What follows belongs to an exercise in optimizing a design on an open flow for small area, a short achievable clock period and few clock cycles per item; a production flow would make more cautious choices.
Function was not checked in any run shown here: the RTL went through the layout flow alone.
No activity file was given, so power comes from the tool's default toggle rates.

==> flow/design.v (outline; a module is shown in full before it is edited, if it fits) <==
// module ml_accel: 1068 lines
// module fa_cell: 4 lines
module ml_accel(
    input wire clk,
    input wire rst,
    input wire w_en,
    input wire r_en,
    input wire [5:0] addr,
    input wire [31:0] w_data,
    output reg [31:0] r_data,
    output reg done
    );
  // ...
==> flow/flow/run.sh <==
#!/bin/bash
# Standard layout, with the port buffers made from buf_2 cells instead of
# the default (a delay-buffer cell that repair cannot resize away).
set -euo pipefail
export BUFFER_PORTS_ARGS="-buffer_cell sky130_fd_sc_hd__buf_2"
bash standard.sh > standard.log 2>&1
==> flow/standard.sh <==
#!/bin/bash
# synth_recipe.tcl (not shown) runs the flow's synth.tcl, then flattens the netlist and writes it again
# the make line also repeats each setting of config.mk as NAME=value (left out here)
make -C /OpenROAD-flow-scripts/flow DESIGN_CONFIG=/design/flow/config.mk WORK_HOME=/design/flow/orfs CLKGATE_MAP_FILE= SYNTH_SCRIPT=/design/flow/synth_recipe.tcl "${@:-finish}"
==> flow/config.mk <==
export PLATFORM = sky130hd
export DESIGN_NAME = ml_accel
export DESIGN_NICKNAME = ml_accel
export VERILOG_FILES = /design/flow/design.v
export SDC_FILE = /design/flow/constraint.sdc
export NUM_CORES = 4
export LEC_CHECK = 0
export ABC_AREA = 1
export CAP_MARGIN = 20
export CORE_MARGIN = 2
export CORE_UTILIZATION = 40
export CTS_BUF_LIST = sky130_fd_sc_hd__clkbuf_8 sky130_fd_sc_hd__clkbuf_16
export CTS_CLUSTER_DIAMETER = 80
export CTS_CLUSTER_SIZE = 30
export SETUP_SLACK_MARGIN = 4.5
export SLEW_MARGIN = 20
export SYNTH_HIERARCHICAL = 1
export SYNTH_MINIMUM_KEEP_SIZE = 0
==> flow/constraint.sdc <==
create_clock -name core_clock -period 10.0 [get_ports {clk}]
set_input_delay 2.0000 -clock core_clock [delete_from_list [all_inputs] [get_ports {clk}]]
set_output_delay 2.0000 -clock core_clock [all_outputs]
set_load 0.01 [all_outputs]
==> summary.txt, run 1 <==
number of global-route vias before repair=21870; Rows=100; die area=76890 µm²; met3 Use GR=3.403%; status=complete, no violations; CP delay by family, top=adder cells; FMAX=0.1868 GHz; crit-path most repeated cell=fa_1; share of the synthesized area in the top cell type=25.73%; Largest regs=vec_a: 128 flops, vec_b: 128 flops; inverter count=290; syn_area_per_cell=9.649 µm²; tap cells=969; Flop+latch power=2.43 mW; clock sinks=425; Final Util=43.77%; clock slew at reported path FFs=0.09 ns; Compound-Gate Fraction of Synth Area=12.29%; VDD IR-drop max=0.3615 mV; WP data required=10.50 ns; Worst Hold End=res_ok$_DFFE_PP0P_; root buffer cell=clkbuf_16; combinational family with the most area after synthesis=adder cells; crit path time final=5.354 ns; met2 global-route usage=35.67%; final setup skew=0.02916 ns
==> inputs of run 2 (changes only) <==
--- a/flow/design.v
+++ b/flow/design.v
@@ -7,33 +7,44 @@
     input wire [31:0] w_data,
     output reg [31:0] r_data,
     output reg done
     );
     reg [31:0] vec_a [0:3];
     reg [31:0] vec_b [0:3];
     reg [3:0] va, vb;           
     reg [31:0] diff;            
-    reg [31:0] other;           
+    reg [15:0] b_one, b_two, b_neg;  
     reg [31:0] acc_s, acc_c;    
     reg [31:0] result;          
     reg        res_ok;          
     wire [1:0] idx = addr[3:2];
     wire vec_wr = w_en && !addr[5] && addr[1:0] == 2'b00;
     wire start  = w_en && addr == 6'h20;
     wire [1:0] s_idx = addr[3:2] & {2{~addr[5]}};
     wire       s_b   = addr[4] & ~addr[5];
     wire [31:0] a_sel = vec_a[s_idx] & {32{va[s_idx]}};
     wire [31:0] b_sel = vec_b[s_idx] & {32{vb[s_idx]}};
     wire [31:0] old_v = s_b ? b_sel : a_sel;
     wire [31:0] oth_v = s_b ? a_sel : b_sel;
+    wire [32:0] oth_x = {oth_v, 1'b0};
+    wire [15:0] bo_v, bt_v, bn_v;
+    genvar g;
+    generate
+        for (g = 0; g < 16; g = g + 1) begin : benc
+            assign bo_v[g] = oth_x[2*g+1] ^ oth_x[2*g];
+            assign bt_v[g] = (oth_x[2*g+2] & ~oth_x[2*g+1] & ~oth_x[2*g]) |
+                             (~oth_x[2*g+2] & oth_x[2*g+1] & oth_x[2*g]);
+            assign bn_v[g] = oth_x[2*g+2];
+        end
+    endgenerate
     wire [31:0] sum_s, sum_c;
-    wire bo0 = other[0] ^ 1'b0;
-    wire bt0 = (other[1] & ~other[0] & ~1'b0) | (~other[1] & other[0] & 1'b0);
-    wire bn0 = other[1];
+    wire bo0 = b_one[0];
+    wire bt0 = b_two[0];
+    wire bn0 = b_neg[0];
     wire pp0_0 = (bo0 & diff[0]) ^ bn0;
     wire pp0_1 = ((bo0 & diff[1]) | (bt0 & diff[0])) ^ bn0;
     wire pp0_2 = ((bo0 & diff[2]) | (bt0 & diff[1])) ^ bn0;
     wire pp0_3 = ((bo0 & diff[3]) | (bt0 & diff[2])) ^ bn0;
     wire pp0_4 = ((bo0 & diff[4]) | (bt0 & diff[3])) ^ bn0;
     wire pp0_5 = ((bo0 & diff[5]) | (bt0 & diff[4])) ^ bn0;
     wire pp0_6 = ((bo0 & diff[6]) | (bt0 & diff[5])) ^ bn0;
     wire pp0_7 = ((bo0 & diff[7]) | (bt0 & diff[6])) ^ bn0;
@@ -56,19 +67,19 @@
     wire pp0_24 = ((bo0 & diff[24]) | (bt0 & diff[23])) ^ bn0;
     wire pp0_25 = ((bo0 & diff[25]) | (bt0 & diff[24])) ^ bn0;
     wire pp0_26 = ((bo0 & diff[26]) | (bt0 & diff[25])) ^ bn0;
     wire pp0_27 = ((bo0 & diff[27]) | (bt0 & diff[26])) ^ bn0;
     wire pp0_28 = ((bo0 & diff[28]) | (bt0 & diff[27])) ^ bn0;
     wire pp0_29 = ((bo0 & diff[29]) | (bt0 & diff[28])) ^ bn0;
     wire pp0_30 = ((bo0 & diff[30]) | (bt0 & diff[29])) ^ bn0;
     wire pp0_31 = ((bo0 & diff[31]) | (bt0 & diff[30])) ^ bn0;
-    wire bo1 = other[2] ^ other[1];
-    wire bt1 = (other[3] & ~other[2] & ~other[1]) | (~other[3] & other[2] & other[1]);
-    wire bn1 = other[3];
+    wire bo1 = b_one[1];
+    wire bt1 = b_two[1];
+    wire bn1 = b_neg[1];
     wire pp1_0 = (bo1 & diff[0]) ^ bn1;
     wire pp1_1 = ((bo1 & diff[1]) | (bt1 & diff[0])) ^ bn1;
     wire pp1_2 = ((bo1 & diff[2]) | (bt1 & diff[1])) ^ bn1;
     wire pp1_3 = ((bo1 & diff[3]) | (bt1 & diff[2])) ^ bn1;
     wire pp1_4 = ((bo1 & diff[4]) | (bt1 & diff[3])) ^ bn1;
     wire pp1_5 = ((bo1 & diff[5]) | (bt1 & diff[4])) ^ bn1;
     wire pp1_6 = ((bo1 & diff[6]) | (bt1 & diff[5])) ^ bn1;
     wire pp1_7 = ((bo1 & diff[7]) | (bt1 & diff[6])) ^ bn1;
@@ -89,19 +100,19 @@
     wire pp1_22 = ((bo1 & diff[22]) | (bt1 & diff[21])) ^ bn1;
     wire pp1_23 = ((bo1 & diff[23]) | (bt1 & diff[22])) ^ bn1;
     wire pp1_24 = ((bo1 & diff[24]) | (bt1 & diff[23])) ^ bn1;
     wire pp1_25 = ((bo1 & diff[25]) | (bt1 & diff[24])) ^ bn1;
     wire pp1_26 = ((bo1 & diff[26]) | (bt1 & diff[25])) ^ bn1;
     wire pp1_27 = ((bo1 & diff[27]) | (bt1 & diff[26])) ^ bn1;
     wire pp1_28 = ((bo1 & diff[28]) | (bt1 & diff[27])) ^ bn1;
     wire pp1_29 = ((bo1 & diff[29]) | (bt1 & diff[28])) ^ bn1;
-    wire bo2 = other[4] ^ other[3];
-    wire bt2 = (other[5] & ~other[4] & ~other[3]) | (~other[5] & other[4] & other[3]);
-    wire bn2 = other[5];
+    wire bo2 = b_one[2];
+    wire bt2 = b_two[2];
+    wire bn2 = b_neg[2];
     wire pp2_0 = (bo2 & diff[0]) ^ bn2;
     wire pp2_1 = ((bo2 & diff[1]) | (bt2 & diff[0])) ^ bn2;
     wire pp2_2 = ((bo2 & diff[2]) | (bt2 & diff[1])) ^ bn2;
     wire pp2_3 = ((bo2 & diff[3]) | (bt2 & diff[2])) ^ bn2;
     wire pp2_4 = ((bo2 & diff[4]) | (bt2 & diff[3])) ^ bn2;
     wire pp2_5 = ((bo2 & diff[5]) | (bt2 & diff[4])) ^ bn2;
     wire pp2_6 = ((bo2 & diff[6]) | (bt2 & diff[5])) ^ bn2;
     wire pp2_7 = ((bo2 & diff[7]) | (bt2 & diff[6])) ^ bn2;
@@ -120,19 +131,19 @@
     wire pp2_20 = ((bo2 & diff[20]) | (bt2 & diff[19])) ^ bn2;
     wire pp2_21 = ((bo2 & diff[21]) | (bt2 & diff[20])) ^ bn2;
     wire pp2_22 = ((bo2 & diff[22]) | (bt2 & diff[21])) ^ bn2;
     wire pp2_23 = ((bo2 & diff[23]) | (bt2 & diff[22])) ^ bn2;
     wire pp2_24 = ((bo2 & diff[24]) | (bt2 & diff[23])) ^ bn2;
     wire pp2_25 = ((bo2 & diff[25]) | (bt2 & diff[24])) ^ bn2;
     wire pp2_26 = ((bo2 & diff[26]) | (bt2 & diff[25])) ^ bn2;
     wire pp2_27 = ((bo2 & diff[27]) | (bt2 & diff[26])) ^ bn2;
-    wire bo3 = other[6] ^ other[5];
-    wire bt3 = (other[7] & ~other[6] & ~other[5]) | (~other[7] & other[6] & other[5]);
-    wire bn3 = other[7];
+    wire bo3 = b_one[3];
+    wire bt3 = b_two[3];
+    wire bn3 = b_neg[3];
     wire pp3_0 = (bo3 & diff[0]) ^ bn3;
     wire pp3_1 = ((bo3 & diff[1]) | (bt3 & diff[0])) ^ bn3;
     wire pp3_2 = ((bo3 & diff[2]) | (bt3 & diff[1])) ^ bn3;
     wire pp3_3 = ((bo3 & diff[3]) | (bt3 & diff[2])) ^ bn3;
     wire pp3_4 = ((bo3 & diff[4]) | (bt3 & diff[3])) ^ bn3;
     wire pp3_5 = ((bo3 & diff[5]) | (bt3 & diff[4])) ^ bn3;
     wire pp3_6 = ((bo3 & diff[6]) | (bt3 & diff[5])) ^ bn3;
     wire pp3_7 = ((bo3 & diff[7]) | (bt3 & diff[6])) ^ bn3;
@@ -149,19 +160,19 @@
     wire pp3_18 = ((bo3 & diff[18]) | (bt3 & diff[17])) ^ bn3;
     wire pp3_19 = ((bo3 & diff[19]) | (bt3 & diff[18])) ^ bn3;
     wire pp3_20 = ((bo3 & diff[20]) | (bt3 & diff[19])) ^ bn3;
     wire pp3_21 = ((bo3 & diff[21]) | (bt3 & diff[20])) ^ bn3;
     wire pp3_22 = ((bo3 & diff[22]) | (bt3 & diff[21])) ^ bn3;
     wire pp3_23 = ((bo3 & diff[23]) | (bt3 & diff[22])) ^ bn3;
     wire pp3_24 = ((bo3 & diff[24]) | (bt3 & diff[23])) ^ bn3;
     wire pp3_25 = ((bo3 & diff[25]) | (bt3 & diff[24])) ^ bn3;
-    wire bo4 = other[8] ^ other[7];
-    wire bt4 = (other[9] & ~other[8] & ~other[7]) | (~other[9] & other[8] & other[7]);
-    wire bn4 = other[9];
+    wire bo4 = b_one[4];
+    wire bt4 = b_two[4];
+    wire bn4 = b_neg[4];
     wire pp4_0 = (bo4 & diff[0]) ^ bn4;
     wire pp4_1 = ((bo4 & diff[1]) | (bt4 & diff[0])) ^ bn4;
     wire pp4_2 = ((bo4 & diff[2]) | (bt4 & diff[1])) ^ bn4;
     wire pp4_3 = ((bo4 & diff[3]) | (bt4 & diff[2])) ^ bn4;
     wire pp4_4 = ((bo4 & diff[4]) | (bt4 & diff[3])) ^ bn4;
     wire pp4_5 = ((bo4 & diff[5]) | (bt4 & diff[4])) ^ bn4;
     wire pp4_6 = ((bo4 & diff[6]) | (bt4 & diff[5])) ^ bn4;
     wire pp4_7 = ((bo4 & diff[7]) | (bt4 & diff[6])) ^ bn4;
@@ -176,19 +187,19 @@
     wire pp4_16 = ((bo4 & diff[16]) | (bt4 & diff[15])) ^ bn4;
     wire pp4_17 = ((bo4 & diff[17]) | (bt4 & diff[16])) ^ bn4;
     wire pp4_18 = ((bo4 & diff[18]) | (bt4 & diff[17])) ^ bn4;
     wire pp4_19 = ((bo4 & diff[19]) | (bt4 & diff[18])) ^ bn4;
     wire pp4_20 = ((bo4 & diff[20]) | (bt4 & diff[19])) ^ bn4;
     wire pp4_21 = ((bo4 & diff[21]) | (bt4 & diff[20])) ^ bn4;
     wire pp4_22 = ((bo4 & diff[22]) | (bt4 & diff[21])) ^ bn4;
     wire pp4_23 = ((bo4 & diff[23]) | (bt4 & diff[22])) ^ bn4;
-    wire bo5 = other[10] ^ other[9];
-    wire bt5 = (other[11] & ~other[10] & ~other[9]) | (~other[11] & other[10] & other[9]);
-    wire bn5 = other[11];
+    wire bo5 = b_one[5];
+    wire bt5 = b_two[5];
+    wire bn5 = b_neg[5];
     wire pp5_0 = (bo5 & diff[0]) ^ bn5;
     wire pp5_1 = ((bo5 & diff[1]) | (bt5 & diff[0])) ^ bn5;
     wire pp5_2 = ((bo5 & diff[2]) | (bt5 & diff[1])) ^ bn5;
     wire pp5_3 = ((bo5 & diff[3]) | (bt5 & diff[2])) ^ bn5;
     wire pp5_4 = ((bo5 & diff[4]) | (bt5 & diff[3])) ^ bn5;
     wire pp5_5 = ((bo5 & diff[5]) | (bt5 & diff[4])) ^ bn5;
     wire pp5_6 = ((bo5 & diff[6]) | (bt5 & diff[5])) ^ bn5;
     wire pp5_7 = ((bo5 & diff[7]) | (bt5 & diff[6])) ^ bn5;
@@ -201,19 +212,19 @@
     wire pp5_14 = ((bo5 & diff[14]) | (bt5 & diff[13])) ^ bn5;
     wire pp5_15 = ((bo5 & diff[15]) | (bt5 & diff[14])) ^ bn5;
     wire pp5_16 = ((bo5 & diff[16]) | (bt5 & diff[15])) ^ bn5;
     wire pp5_17 = ((bo5 & diff[17]) | (bt5 & diff[16])) ^ bn5;
     wire pp5_18 = ((bo5 & diff[18]) | (bt5 & diff[17])) ^ bn5;
     wire pp5_19 = ((bo5 & diff[19]) | (bt5 & diff[18])) ^ bn5;
     wire pp5_20 = ((bo5 & diff[20]) | (bt5 & diff[19])) ^ bn5;
     wire pp5_21 = ((bo5 & diff[21]) | (bt5 & diff[20])) ^ bn5;
-    wire bo6 = other[12] ^ other[11];
-    wire bt6 = (other[13] & ~other[12] & ~other[11]) | (~other[13] & other[12] & other[11]);
-    wire bn6 = other[13];
+    wire bo6 = b_one[6];
+    wire bt6 = b_two[6];
+    wire bn6 = b_neg[6];
     wire pp6_0 = (bo6 & diff[0]) ^ bn6;
     wire pp6_1 = ((bo6 & diff[1]) | (bt6 & diff[0])) ^ bn6;
     wire pp6_2 = ((bo6 & diff[2]) | (bt6 & diff[1])) ^ bn6;
     wire pp6_3 = ((bo6 & diff[3]) | (bt6 & diff[2])) ^ bn6;
     wire pp6_4 = ((bo6 & diff[4]) | (bt6 & diff[3])) ^ bn6;
     wire pp6_5 = ((bo6 & diff[5]) | (bt6 & diff[4])) ^ bn6;
     wire pp6_6 = ((bo6 & diff[6]) | (bt6 & diff[5])) ^ bn6;
     wire pp6_7 = ((bo6 & diff[7]) | (bt6 & diff[6])) ^ bn6;
@@ -224,19 +235,19 @@
     wire pp6_12 = ((bo6 & diff[12]) | (bt6 & diff[11])) ^ bn6;
     wire pp6_13 = ((bo6 & diff[13]) | (bt6 & diff[12])) ^ bn6;
     wire pp6_14 = ((bo6 & diff[14]) | (bt6 & diff[13])) ^ bn6;
     wire pp6_15 = ((bo6 & diff[15]) | (bt6 & diff[14])) ^ bn6;
     wire pp6_16 = ((bo6 & diff[16]) | (bt6 & diff[15])) ^ bn6;
     wire pp6_17 = ((bo6 & diff[17]) | (bt6 & diff[16])) ^ bn6;
     wire pp6_18 = ((bo6 & diff[18]) | (bt6 & diff[17])) ^ bn6;
     wire pp6_19 = ((bo6 & diff[19]) | (bt6 & diff[18])) ^ bn6;
-    wire bo7 = other[14] ^ other[13];
-    wire bt7 = (other[15] & ~other[14] & ~other[13]) | (~other[15] & other[14] & other[13]);
-    wire bn7 = other[15];
+    wire bo7 = b_one[7];
+    wire bt7 = b_two[7];
+    wire bn7 = b_neg[7];
     wire pp7_0 = (bo7 & diff[0]) ^ bn7;
     wire pp7_1 = ((bo7 & diff[1]) | (bt7 & diff[0])) ^ bn7;
     wire pp7_2 = ((bo7 & diff[2]) | (bt7 & diff[1])) ^ bn7;
     wire pp7_3 = ((bo7 & diff[3]) | (bt7 & diff[2])) ^ bn7;
     wire pp7_4 = ((bo7 & diff[4]) | (bt7 & diff[3])) ^ bn7;
     wire pp7_5 = ((bo7 & diff[5]) | (bt7 & diff[4])) ^ bn7;
     wire pp7_6 = ((bo7 & diff[6]) | (bt7 & diff[5])) ^ bn7;
     wire pp7_7 = ((bo7 & diff[7]) | (bt7 & diff[6])) ^ bn7;
@@ -245,110 +256,110 @@
     wire pp7_10 = ((bo7 & diff[10]) | (bt7 & diff[9])) ^ bn7;
     wire pp7_11 = ((bo7 & diff[11]) | (bt7 & diff[10])) ^ bn7;
     wire pp7_12 = ((bo7 & diff[12]) | (bt7 & diff[11])) ^ bn7;
     wire pp7_13 = ((bo7 & diff[13]) | (bt7 & diff[12])) ^ bn7;
     wire pp7_14 = ((bo7 & diff[14]) | (bt7 & diff[13])) ^ bn7;
     wire pp7_15 = ((bo7 & diff[15]) | (bt7 & diff[14])) ^ bn7;
     wire pp7_16 = ((bo7 & diff[16]) | (bt7 & diff[15])) ^ bn7;
     wire pp7_17 = ((bo7 & diff[17]) | (bt7 & diff[16])) ^ bn7;
-    wire bo8 = other[16] ^ other[15];
-    wire bt8 = (other[17] & ~other[16] & ~other[15]) | (~other[17] & other[16] & other[15]);
-    wire bn8 = other[17];
+    wire bo8 = b_one[8];
+    wire bt8 = b_two[8];
+    wire bn8 = b_neg[8];
     wire pp8_0 = (bo8 & diff[0]) ^ bn8;
     wire pp8_1 = ((bo8 & diff[1]) | (bt8 & diff[0])) ^ bn8;
     wire pp8_2 = ((bo8 & diff[2]) | (bt8 & diff[1])) ^ bn8;
     wire pp8_3 = ((bo8 & diff[3]) | (bt8 & diff[2])) ^ bn8;
     wire pp8_4 = ((bo8 & diff[4]) | (bt8 & diff[3])) ^ bn8;
     wire pp8_5 = ((bo8 & diff[5]) | (bt8 & diff[4])) ^ bn8;
     wire pp8_6 = ((bo8 & diff[6]) | (bt8 & diff[5])) ^ bn8;
     wire pp8_7 = ((bo8 & diff[7]) | (bt8 & diff[6])) ^ bn8;
     wire pp8_8 = ((bo8 & diff[8]) | (bt8 & diff[7])) ^ bn8;
     wire pp8_9 = ((bo8 & diff[9]) | (bt8 & diff[8])) ^ bn8;
     wire pp8_10 = ((bo8 & diff[10]) | (bt8 & diff[9])) ^ bn8;
     wire pp8_11 = ((bo8 & diff[11]) | (bt8 & diff[10])) ^ bn8;
     wire pp8_12 = ((bo8 & diff[12]) | (bt8 & diff[11])) ^ bn8;
     wire pp8_13 = ((bo8 & diff[13]) | (bt8 & diff[12])) ^ bn8;
     wire pp8_14 = ((bo8 & diff[14]) | (bt8 & diff[13])) ^ bn8;
     wire pp8_15 = ((bo8 & diff[15]) | (bt8 & diff[14])) ^ bn8;
-    wire bo9 = other[18] ^ other[17];
-    wire bt9 = (other[19] & ~other[18] & ~other[17]) | (~other[19] & other[18] & other[17]);
-    wire bn9 = other[19];
+    wire bo9 = b_one[9];
+    wire bt9 = b_two[9];
+    wire bn9 = b_neg[9];
     wire pp9_0 = (bo9 & diff[0]) ^ bn9;
     wire pp9_1 = ((bo9 & diff[1]) | (bt9 & diff[0])) ^ bn9;
     wire pp9_2 = ((bo9 & diff[2]) | (bt9 & diff[1])) ^ bn9;
     wire pp9_3 = ((bo9 & diff[3]) | (bt9 & diff[2])) ^ bn9;
     wire pp9_4 = ((bo9 & diff[4]) | (bt9 & diff[3])) ^ bn9;
     wire pp9_5 = ((bo9 & diff[5]) | (bt9 & diff[4])) ^ bn9;
     wire pp9_6 = ((bo9 & diff[6]) | (bt9 & diff[5])) ^ bn9;
     wire pp9_7 = ((bo9 & diff[7]) | (bt9 & diff[6])) ^ bn9;
     wire pp9_8 = ((bo9 & diff[8]) | (bt9 & diff[7])) ^ bn9;
     wire pp9_9 = ((bo9 & diff[9]) | (bt9 & diff[8])) ^ bn9;
     wire pp9_10 = ((bo9 & diff[10]) | (bt9 & diff[9])) ^ bn9;
     wire pp9_11 = ((bo9 & diff[11]) | (bt9 & diff[10])) ^ bn9;
     wire pp9_12 = ((bo9 & diff[12]) | (bt9 & diff[11])) ^ bn9;
     wire pp9_13 = ((bo9 & diff[13]) | (bt9 & diff[12])) ^ bn9;
-    wire bo10 = other[20] ^ other[19];
-    wire bt10 = (other[21] & ~other[20] & ~other[19]) | (~other[21] & other[20] & other[19]);
-    wire bn10 = other[21];
+    wire bo10 = b_one[10];
+    wire bt10 = b_two[10];
+    wire bn10 = b_neg[10];
     wire pp10_0 = (bo10 & diff[0]) ^ bn10;
     wire pp10_1 = ((bo10 & diff[1]) | (bt10 & diff[0])) ^ bn10;
     wire pp10_2 = ((bo10 & diff[2]) | (bt10 & diff[1])) ^ bn10;
     wire pp10_3 = ((bo10 & diff[3]) | (bt10 & diff[2])) ^ bn10;
     wire pp10_4 = ((bo10 & diff[4]) | (bt10 & diff[3])) ^ bn10;
     wire pp10_5 = ((bo10 & diff[5]) | (bt10 & diff[4])) ^ bn10;
     wire pp10_6 = ((bo10 & diff[6]) | (bt10 & diff[5])) ^ bn10;
     wire pp10_7 = ((bo10 & diff[7]) | (bt10 & diff[6])) ^ bn10;
     wire pp10_8 = ((bo10 & diff[8]) | (bt10 & diff[7])) ^ bn10;
     wire pp10_9 = ((bo10 & diff[9]) | (bt10 & diff[8])) ^ bn10;
     wire pp10_10 = ((bo10 & diff[10]) | (bt10 & diff[9])) ^ bn10;
     wire pp10_11 = ((bo10 & diff[11]) | (bt10 & diff[10])) ^ bn10;
-    wire bo11 = other[22] ^ other[21];
-    wire bt11 = (other[23] & ~other[22] & ~other[21]) | (~other[23] & other[22] & other[21]);
-    wire bn11 = other[23];
+    wire bo11 = b_one[11];
+    wire bt11 = b_two[11];
+    wire bn11 = b_neg[11];
     wire pp11_0 = (bo11 & diff[0]) ^ bn11;
     wire pp11_1 = ((bo11 & diff[1]) | (bt11 & diff[0])) ^ bn11;
     wire pp11_2 = ((bo11 & diff[2]) | (bt11 & diff[1])) ^ bn11;
     wire pp11_3 = ((bo11 & diff[3]) | (bt11 & diff[2])) ^ bn11;
     wire pp11_4 = ((bo11 & diff[4]) | (bt11 & diff[3])) ^ bn11;
     wire pp11_5 = ((bo11 & diff[5]) | (bt11 & diff[4])) ^ bn11;
     wire pp11_6 = ((bo11 & diff[6]) | (bt11 & diff[5])) ^ bn11;
     wire pp11_7 = ((bo11 & diff[7]) | (bt11 & diff[6])) ^ bn11;
     wire pp11_8 = ((bo11 & diff[8]) | (bt11 & diff[7])) ^ bn11;
     wire pp11_9 = ((bo11 & diff[9]) | (bt11 & diff[8])) ^ bn11;
-    wire bo12 = other[24] ^ other[23];
-    wire bt12 = (other[25] & ~other[24] & ~other[23]) | (~other[25] & other[24] & other[23]);
-    wire bn12 = other[25];
+    wire bo12 = b_one[12];
+    wire bt12 = b_two[12];
+    wire bn12 = b_neg[12];
     wire pp12_0 = (bo12 & diff[0]) ^ bn12;
     wire pp12_1 = ((bo12 & diff[1]) | (bt12 & diff[0])) ^ bn12;
     wire pp12_2 = ((bo12 & diff[2]) | (bt12 & diff[1])) ^ bn12;
     wire pp12_3 = ((bo12 & diff[3]) | (bt12 & diff[2])) ^ bn12;
     wire pp12_4 = ((bo12 & diff[4]) | (bt12 & diff[3])) ^ bn12;
     wire pp12_5 = ((bo12 & diff[5]) | (bt12 & diff[4])) ^ bn12;
     wire pp12_6 = ((bo12 & diff[6]) | (bt12 & diff[5])) ^ bn12;
     wire pp12_7 = ((bo12 & diff[7]) | (bt12 & diff[6])) ^ bn12;
-    wire bo13 = other[26] ^ other[25];
-    wire bt13 = (other[27] & ~other[26] & ~other[25]) | (~other[27] & other[26] & other[25]);
-    wire bn13 = other[27];
+    wire bo13 = b_one[13];
+    wire bt13 = b_two[13];
+    wire bn13 = b_neg[13];
     wire pp13_0 = (bo13 & diff[0]) ^ bn13;
     wire pp13_1 = ((bo13 & diff[1]) | (bt13 & diff[0])) ^ bn13;
     wire pp13_2 = ((bo13 & diff[2]) | (bt13 & diff[1])) ^ bn13;
     wire pp13_3 = ((bo13 & diff[3]) | (bt13 & diff[2])) ^ bn13;
     wire pp13_4 = ((bo13 & diff[4]) | (bt13 & diff[3])) ^ bn13;
     wire pp13_5 = ((bo13 & diff[5]) | (bt13 & diff[4])) ^ bn13;
-    wire bo14 = other[28] ^ other[27];
-    wire bt14 = (other[29] & ~other[28] & ~other[27]) | (~other[29] & other[28] & other[27]);
-    wire bn14 = other[29];
+    wire bo14 = b_one[14];
+    wire bt14 = b_two[14];
+    wire bn14 = b_neg[14];
     wire pp14_0 = (bo14 & diff[0]) ^ bn14;
     wire pp14_1 = ((bo14 & diff[1]) | (bt14 & diff[0])) ^ bn14;
     wire pp14_2 = ((bo14 & diff[2]) | (bt14 & diff[1])) ^ bn14;
     wire pp14_3 = ((bo14 & diff[3]) | (bt14 & diff[2])) ^ bn14;
-    wire bo15 = other[30] ^ other[29];
-    wire bt15 = (other[31] & ~other[30] & ~other[29]) | (~other[31] & other[30] & other[29]);
-    wire bn15 = other[31];
+    wire bo15 = b_one[15];
+    wire bt15 = b_two[15];
+    wire bn15 = b_neg[15];
     wire pp15_0 = (bo15 & diff[0]) ^ bn15;
     wire pp15_1 = ((bo15 & diff[1]) | (bt15 & diff[0])) ^ bn15;
     wire hs1 = bn10 ^ acc_s[20];
     wire hc2 = bn10 & acc_s[20];
     wire hs3 = acc_s[21] ^ acc_c[21];
     wire hc4 = acc_s[21] & acc_c[21];
     wire fs5, fc6;
     fa_cell u_fs5 (.a(bn11), .b(acc_s[22]), .c(acc_c[22]), .s(fs5), .co(fc6));
@@ -1030,17 +1041,19 @@
                 6'h14: vec_b[1] <= w_data;
                 6'h18: vec_b[2] <= w_data;
                 6'h1C: vec_b[3] <= w_data;
             endcase
         end
     end
     always @(posedge clk) begin
         diff  <= vec_wr ? (w_data - old_v) : 32'd0;
-        other <= oth_v;
+        b_one <= bo_v;
+        b_two <= bt_v;
+        b_neg <= bn_v;
     end
     always @(posedge clk or posedge rst) begin
         if (rst) begin
             va <= 4'd0;
             vb <= 4'd0;
             acc_s <= 32'd0;
             acc_c <= 32'd0;
             res_ok <= 1'b0;
==> run 2 against run 1 <==
Global-route usage grew 0.34 points; design area up 0.56%; worst hold slack worse by 0.0034 ns; via count increased by 2.2%; highest routed layer is now met4.
==> summary.txt, run 2 <==
status=complete, no violations (unchanged); clock sinks=441 (was 425); Synth area leaders=edfxtp_1 25%, fa_1 18%, nand2_1 8.5%, xor2_1 7.8%, dfxtp_1 7.4% (was edfxtp_1 26%, fa_1 18%, xor2_1 8.2%, nand2_1 7.3%, dfxtp_1 6.4%); final setup violation count=0 (unchanged); combinational family with the most area after synthesis=adder cells (unchanged); gr usage total=22.07% (was 21.73%); Worst setup EP type=output port (was flip-flop); initial antenna violation count=1 (unchanged); crit-path cells=clkbuf_4, inv_2, nor2_1, inv_1, nor3_4, nand3_1, buf_6, a21oi_1, buf_2 (was buf_4, nor2_1, a21oi_1, o22ai_1, xor2_1, fa_1, fa_1, fa_1, fa_1, fa_1, fa_1, fa_1); DR vias/cell=5.410 (was 5.393); Port Buffer Count=74 (unchanged); Yosys warnings=9 (unchanged); Hold Path Class=flip-flop to flip-flop (unchanged); cell count after synthesis=3168 (was 3096); FMAX=0.1883 GHz (was 0.1868 GHz); Yosys top cell by area=edfxtp_1 (unchanged); post-route clock period utilization=53.10% (was 53.54%); PnR worst setup slack=4.690 ns (was 4.646 ns); Largest regs=vec_a: 128 flops, vec_b: 128 flops (unchanged); Crit path buffers/inverters=5 (was 1); WP data required=8.00 ns (was 10.50 ns); WS Path Type=primary input to output port (was flip-flop to flip-flop); relative slew slack=35.78% (was 37.19%); Worst-Margin Slew=0.9622 ns (was 0.9421 ns); CP delay by family, top=buffers and inverters (was adder cells); Nets=3556 (was 3484); post-CTS resize count=1 (was 8); root buffer cell=clkbuf_16 (unchanged); Filler cells=7330 (was 7192); drt pass-1 iters=5 (unchanged); RSZ-0062 raised after global routing=no (unchanged); total congestion overflow=0 (unchanged); leading cell type in the layout, fill and taps excluded=nand2_1 (unchanged); max incr delay on CP=0.21 ns (was 0.76 ns); final setup skew=0.05554 ns (was 0.02916 ns); number of global-route vias before repair=22520 (was 21870); clock slew at reported path FFs=0.08 ns (was 0.09 ns); Core Area=75570 µm² (was 74200 µm²); Die Width=279.5 µm (was 277.3 µm); largest net degree at the start of global routing=74 (was 89); sequential share of the synthesized area=38.73% (was 38.28%); n_diodes=0 (unchanged); CTS Hold Bufs=0 (unchanged); slowest CP cell=clkbuf_4 (was a21oi_1); share of the synthesized area in the top cell type=25.32% (was 25.73%); die area=78110 µm² (was 76890 µm²); Synth-to-Final Area Change=7.584% (was 8.716%); Synth Area in XOR/XNOR=8.626% (was 8.356%); Compound-Gate Fraction of Synth Area=9.953% (was 12.29%); non-filler instance count after layout=4146 (was 4071); crit path from=addr[5] (was other[21]$_DFF_P_); register bit total from synthesis=441 (was 425); reg2reg path depth=10 (was 12); Worst EP arrival=3.31 ns (was 5.85 ns); mux contribution to synthesized area=0% (unchanged); hpwl dp=59700 µm (was 59270 µm); ys async rst share=16.55% (was 17.18%); H-tree Lvls=1 (unchanged); Num CTS Buffers=26 (was 29); number of synthesized flops with an enable pin=256 (unchanged); Hold Fails Final Rpt=0 (unchanged); Synth top cells by count=688 x nand2_1, 274 x fa_1, 270 x xor2_1, 264 x inv_1, 256 x edfxtp_1 (was 581 x nand2_1, 281 x xor2_1, 277 x inv_1, 274 x fa_1, 256 x edfxtp_1); Hold Worst Slack=0.4508 ns (was 0.4543 ns); Antenna Nets Post-Route=0 (unchanged); via count=22430 (was 21950); WL/cell=20.79 µm (was 20.64 µm); syn_nets=3573 (was 3501); clock latency on the worst-skew pair=0.64 ns (was 0.65 ns); placer congestion estimate=0.9146 (was 0.9418); Initial Util=40.17% (was 40.26%); # IOs=75 (unchanged); Post-synth top flop=edfxtp_1 (unchanged); fin. max-slew vios=0 (unchanged); crit path max fanout=32 (was 17); first-pass GRT wire length=133500 µm (was 130700 µm); critical path endpoint=r_data[12] (was acc_s[31]$_DFF_PP0_); WP depth=9 (was 12); R2R setup slack=4.83 ns (was 4.65 ns); VDD IR-drop max=0.2642 mV (was 0.3615 mV); proportion of layout cells with a drive suffix above 1=7.039% (was 7.672%); maximum buffer depth of the clock tree=3 (unchanged); Die Y=279.5 µm (was 277.3 µm); count leader, synth=nand2_1 (unchanged); CTS tree=built (unchanged); crit start category=primary input (was flip-flop); R2R Path Start=b_one[7]$_DFF_P_ (was other[21]$_DFF_P_); syn_area_per_cell=9.583 µm² (was 9.649 µm²); reg2reg end=acc_s[31]$_DFF_PP0_ (unchanged); Pwr per Cell Area=297.8 nW/µm² (was 307.4 nW/µm²); max-cap violations=0 (unchanged); Placement Setup Slack=4.004 ns (was 3.879 ns); crit path time final=5.310 ns (was 5.354 ns); Adder-Cell Fraction of Synth Area=21.74% (was 22.09%); distinct cell type count after synthesis=45 (was 40); # DRC=0 (unchanged); Rows=101 (was 100); most frequent cells in the layout=688 x nand2_1, 274 x fa_1, 270 x xor2_1 (was 577 x nand2_1, 281 x xor2_1, 280 x inv_1); setup TNS=0 ns (unchanged); setup repair bufs after CTS=0 (unchanged); Detailed Route WL=86200 µm (was 84020 µm); mapped cell area=30360 µm² (was 29870 µm²); placed cells=4101 (was 4013); Simple-Gate Fraction of Synth Area=14.95% (was 12.82%); LEAKAGE=14.12 nW (was 13.93 nW); initial drt markers=1747 (was 1800)
==> run 2: changes by cell type in the layout (fill, tap and decap cells not counted), moves of 11 or more <==
| cell | previous run | this run |
|---|---|---|
| nand2_1 | 577 | 688 |
| o211ai_1 | 49 | 2 |
| o21ai_0 | 101 | 56 |
| a31oi_1 | 5 | 31 |
| nand3_1 | 128 | 153 |
| nand4_1 | 9 | 34 |
| xnor2_1 | 4 | 29 |
| a22oi_1 | 57 | 37 |
| dfxtp_1 | 90 | 107 |
| inv_1 | 280 | 265 |
| xor2_1 | 281 | 270 |
==> run 2: layout make-up <==
| class | instances | area (µm²) | area share (%) |
|---|---|---|---|
| tap | 978 | 1224 | 3.747 |
| inverter | 286 | 1074 | 3.287 |
| clock buffer | 29 | 703.2 | 2.153 |
| sequential | 441 | 11760 | 36.01 |
| clock inverter | 16 | 197.7 | 0.6053 |
| multi-input combinational | 2269 | 16890 | 51.70 |
| timing repair buffer | 127 | 813.3 | 2.490 |
==> run 2: Yosys stat by module, one instance, submodules excluded <==
module    copies in the design  cells inside
ml_accel                     1          2896
fa_cell                    272             1
==> run 2: metrics by stage <==
stage	util (%)	power (mW)	cell area (µm²)
2_1_floorplan	-	6.960	30360
3_3_place_gp	41.93	8.456	31690
3_5_place_dp	41.96	8.590	31710
4_1_cts	43.16	9.831	32620
5_1_grt	43.22	10.92	32660
6_report	43.22	9.727	32660
==> run 2: cells by family after synthesis <==
family	after synthesis
AOI/OAI and AO/OA	500
adders and majority gates	363
and+or+nand+nor	1106
other	1
xor gates and xnor gates	299
buffers and inverters	458
DFF	441
==> run 2: metal layers <==
layer	wire, µm	vias up	track usage (%)
met2	40160	845	35.95
met1	37740	10950	30.49
li1	-	10500	-
met4	2318	0	5.828
met3	5980	137	3.845
met5	0	-	0
==> run 2: power breakdown <==
part           internal [mW]  switching [mW]  total, mW
registers               2.30           0.191       2.49
logic                   2.57            3.44       6.02
clock network          0.540           0.682       1.22
==> run 2: worst min path at each step <==
stage,startpoint,to,slack [ns],cells past startpoint
2_1_floorplan,result[10]$_DFF_P_,result[10]$_DFF_P_,0.42,2
4_1_cts,res_ok$_DFFE_PP0P_,res_ok$_DFFE_PP0P_,0.45,1
3_5_place_dp,res_ok$_DFFE_PP0P_,res_ok$_DFFE_PP0P_,0.44,1
5_1_grt,result[10]$_DFF_P_,result[10]$_DFF_P_,0.48,2
6_report,res_ok$_DFFE_PP0P_,res_ok$_DFFE_PP0P_,0.45,1
3_3_place_gp,result[10]$_DFF_P_,result[10]$_DFF_P_,0.43,2
==> inputs of run 3 (changes only) <==
==> flow/flow/run.sh (replaced) <==
#!/bin/bash
# Standard layout, with two changes to how cells are sized:
#  - the port buffers are buf_2 cells instead of the default (a delay-buffer
#    cell that timing repair cannot resize away);
#  - timing repair may resize a cell to one of a different width.
set -euo pipefail
export BUFFER_PORTS_ARGS="-buffer_cell sky130_fd_sc_hd__buf_2"
bash standard.sh MATCH_CELL_FOOTPRINT=0 finish > standard.log 2>&1
==> run 3 against run 2 <==
Worst hold slack is the same; fmax is the same; highest routed layer unchanged; area after synthesis is the same; core utilization is the same; still clean on timing, DRC and antenna; setup slack is the same; clock skew is the same; largest cell class unchanged; non-clock buffer count is the same; flip-flop and latch count is the same; routed wire length is the same; global-route usage is the same; sequential power is essentially flat.
==> summary.txt, run 3 <==
status=complete, no violations (unchanged); Yosys top cell by area=edfxtp_1 (unchanged); fin. max-slew vios=0 (unchanged); mapped cell area=30360 µm² (unchanged); Core Area=75570 µm² (unchanged); Largest regs=vec_a: 128 flops, vec_b: 128 flops (unchanged); Compound-Gate Fraction of Synth Area=9.953% (unchanged); n_diodes=0 (unchanged); ys async rst share=16.55% (unchanged); total congestion overflow=0 (unchanged); Adder-Cell Fraction of Synth Area=21.74% (unchanged); CTS Hold Bufs=0 (unchanged); Synth top cells by count=688 x nand2_1, 274 x fa_1, 270 x xor2_1, 264 x inv_1, 256 x edfxtp_1 (unchanged); Placement Setup Slack=4.004 ns (unchanged); count leader, synth=nand2_1 (unchanged); placed cells=4101 (unchanged); Initial Util=40.17% (unchanged); crit path time final=5.310 ns (unchanged); Worst setup EP type=output port (unchanged); non-filler instance count after layout=4146 (unchanged); leading cell type in the layout, fill and taps excluded=nand2_1 (unchanged); Nets=3556 (unchanged); Post-synth top flop=edfxtp_1 (unchanged); H-tree Lvls=1 (unchanged); mux contribution to synthesized area=0% (unchanged); max-cap violations=0 (unchanged); # DRC=0 (unchanged); combinational family with the most area after synthesis=adder cells (unchanged); RSZ-0062 raised after global routing=no (unchanged); die area=78110 µm² (unchanged); hpwl dp=59700 µm (unchanged); clock sinks=441 (unchanged); first-pass GRT wire length=133500 µm (unchanged); maximum buffer depth of the clock tree=3 (unchanged); via count=22430 (unchanged); crit path max fanout=32 (unchanged); root buffer cell=clkbuf_16 (unchanged); proportion of layout cells with a drive suffix above 1=7.039% (unchanged); setup repair bufs after CTS=0 (unchanged); PnR worst setup slack=4.690 ns (unchanged); final setup skew=0.05554 ns (unchanged); number of global-route vias before repair=22520 (unchanged); Hold Path Class=flip-flop to flip-flop (unchanged); Hold Fails Final Rpt=0 (unchanged); Port Buffer Count=74 (unchanged); Synth Area in XOR/XNOR=8.626% (unchanged); clock latency on the worst-skew pair=0.64 ns (about the same); share of the synthesized area in the top cell type=25.32% (unchanged); Detailed Route WL=86200 µm (unchanged); # IOs=75 (unchanged); Synth-to-Final Area Change=7.584% (unchanged); cell count after synthesis=3168 (unchanged); Hold Worst Slack=0.4508 ns (unchanged); Final Instance Area=32660 µm² (unchanged); LEAKAGE=14.12 nW (unchanged); placer congestion estimate=0.9146 (unchanged); most frequent cells in the layout=688 x nand2_1, 274 x fa_1, 270 x xor2_1 (unchanged); initial drt markers=1747 (unchanged); WL/cell=20.79 µm (unchanged); Rows=101 (unchanged); gr usage total=22.07% (unchanged); Cells on Worst Hold Path=1 (unchanged); Num CTS Buffers=26 (unchanged); area post-placement=31710 µm² (unchanged); post-route clock period utilization=53.10% (unchanged); sequential share of the synthesized area=38.73% (unchanged); CTS tree=built (unchanged); WS Path Type=primary input to output port (unchanged); Pwr per Cell Area=297.8 nW/µm² (unchanged); setup TNS=0 ns (unchanged); syn_nets=3573 (unchanged); initial antenna violation count=1 (unchanged); FMAX=0.1883 GHz (unchanged); drt pass-1 iters=5 (unchanged); Die Width=279.5 µm (unchanged); relative slew slack=35.78% (unchanged); final setup violation count=0 (unchanged); Worst EP arrival=3.31 ns (about the same); crit start category=primary input (unchanged); Synth area leaders=edfxtp_1 25%, fa_1 18%, nand2_1 8.5%, xor2_1 7.8%, dfxtp_1 7.4% (unchanged); Die Y=279.5 µm (unchanged); clock slew at reported path FFs=0.08 ns (about the same); syn_area_per_cell=9.583 µm² (unchanged); number of synthesized flops with an enable pin=256 (unchanged); DR vias/cell=5.410 (unchanged); Worst-Margin Slew=0.9622 ns (unchanged); distinct cell type count after synthesis=45 (unchanged); Simple-Gate Fraction of Synth Area=14.95% (unchanged); WP data required=8.00 ns (about the same); Antenna Nets Post-Route=0 (unchanged); Yosys warnings=9 (unchanged); reg2reg path depth=10 (unchanged); VDD IR-drop max=0.2642 mV (unchanged); largest net degree at the start of global routing=74 (unchanged); register bit total from synthesis=441 (unchanged)
run 3: cell counts after synthesis:
No cell type changed its count.
run 3: worst paths after layout:
path | start | to | slack [ns]
setup / recovery | addr[5] | r_data[12] | 4.69
hold / removal | res_ok$_DFFE_PP0P_ | res_ok$_DFFE_PP0P_ | 0.45
setup reg to reg | b_one[7]$_DFF_P_ | acc_s[31]$_DFF_PP0_ | 4.83
hold reg to reg | res_ok$_DFFE_PP0P_ | res_ok$_DFFE_PP0P_ | 0.45
max in group asynchronous | rst | acc_s[26]$_DFF_PP0_ | 7.89
min in group asynchronous | rst | va[0]$_DFFE_PP0P_ | 1.54
run 3: critical path: stages:
cell and delay [ns]:
clkbuf_4 0.21, inv_2 0.10, nor2_1 0.09, inv_1 0.08, nor3_4 0.17, nand3_1 0.11
buf_6 0.20, a21oi_1 0.17, buf_2 0.16
run 3: stage by stage:
| step | util, % | power, mW |
|---|---|---|
| final | 43.22 | 9.727 |
| after global routing | 43.22 | 10.92 |
| after CTS | 43.16 | 9.831 |
| after detailed placement | 41.96 | 8.590 |
| after global placement | 41.93 | 8.456 |
| after floorplan | - | 6.960 |
run 3: cell families after synthesis:
family                   after synthesis
AO/OA/AOI/OAI                        500
XOR/XNOR                             299
adder cells (fa/ha/maj)              363
buffers and inverters                458
flip-flops                           441
other                                  1
AND/OR/NAND/NOR                     1106
run 3: layout make-up:
type / instances / area, µm²
Tap cell: 978 / 1224
Fill cell: 7330 / 42910
Sequential cell: 441 / 11760
Clock inverter: 16 / 197.7
Multi-Input combinational cell: 2269 / 16890
Clock buffer: 29 / 703.2
Timing Repair Buffer: 127 / 813.3
Inverter: 286 / 1074
run 3: repair_timing:
item                       in CTS  in global routing
gates cloned                    0                  0
setup endpoints to repair      32                 44
resized for setup               1                 12
run 3: power breakdown:
group | switching [mW] | leakage [nW] | internal, mW
sequential | 0.191 | 4.08 | 2.30
clock | 0.682 | 0.447 | 0.540
combinational | 3.44 | 9.59 | 2.57
run 3: routing by layer:
metal	track usage [%]	part of all wire (%)	wire, µm
met3	3.845	6.9	5980
met2	35.95	47	40160
met4	5.828	2.7	2318
met1	30.49	44	37740
met5	0	0	0
run 3: per-module statistics from Yosys, one instance, submodules excluded:
module / cell area, µm² / flip-flops and latches / times used / cells
fa_cell: 20.02 / 0 / 272 / 1
ml_accel: 24910 / 441 / 1 / 2896

## what the ideal ports hide
The flow's constraints put no driver on any port. The routed layouts listed below were extracted and timed again, unchanged, in two steps. Step 1 sets driving cells, clkbuf_16 on the clock port and buf_2 on the other inputs (assumed; they add their load-dependent delay and slew). Step 2 adds t to the input delays and takes it off the output delays; t is the mean of the earliest and latest rising clock arrival at the registers after step 1. Input paths then give back, and output paths get back, about the clock's delay inside the block. Slacks: no drivers / after step 1 / after step 2; pairs: no drivers / after step 1.
run | shift t [ns] | setup slack, ns | slew at the worst register clock pin (ns) | worst data-port slew with drivers (ns) | cell pins on the clock port's net
run 1 | 0.698 | 4.646 / 4.646 / 4.268 | 0.11 / 0.11 | 0.05 | 1
run 2 | 0.673 | 4.690 / 4.666 / 4.198 | 0.11 / 0.11 | 0.16 | 1
run 3 | 0.673 | 4.690 / 4.666 / 4.198 | 0.11 / 0.11 | 0.16 | 1
After both steps setup and hold are still met in every run listed.
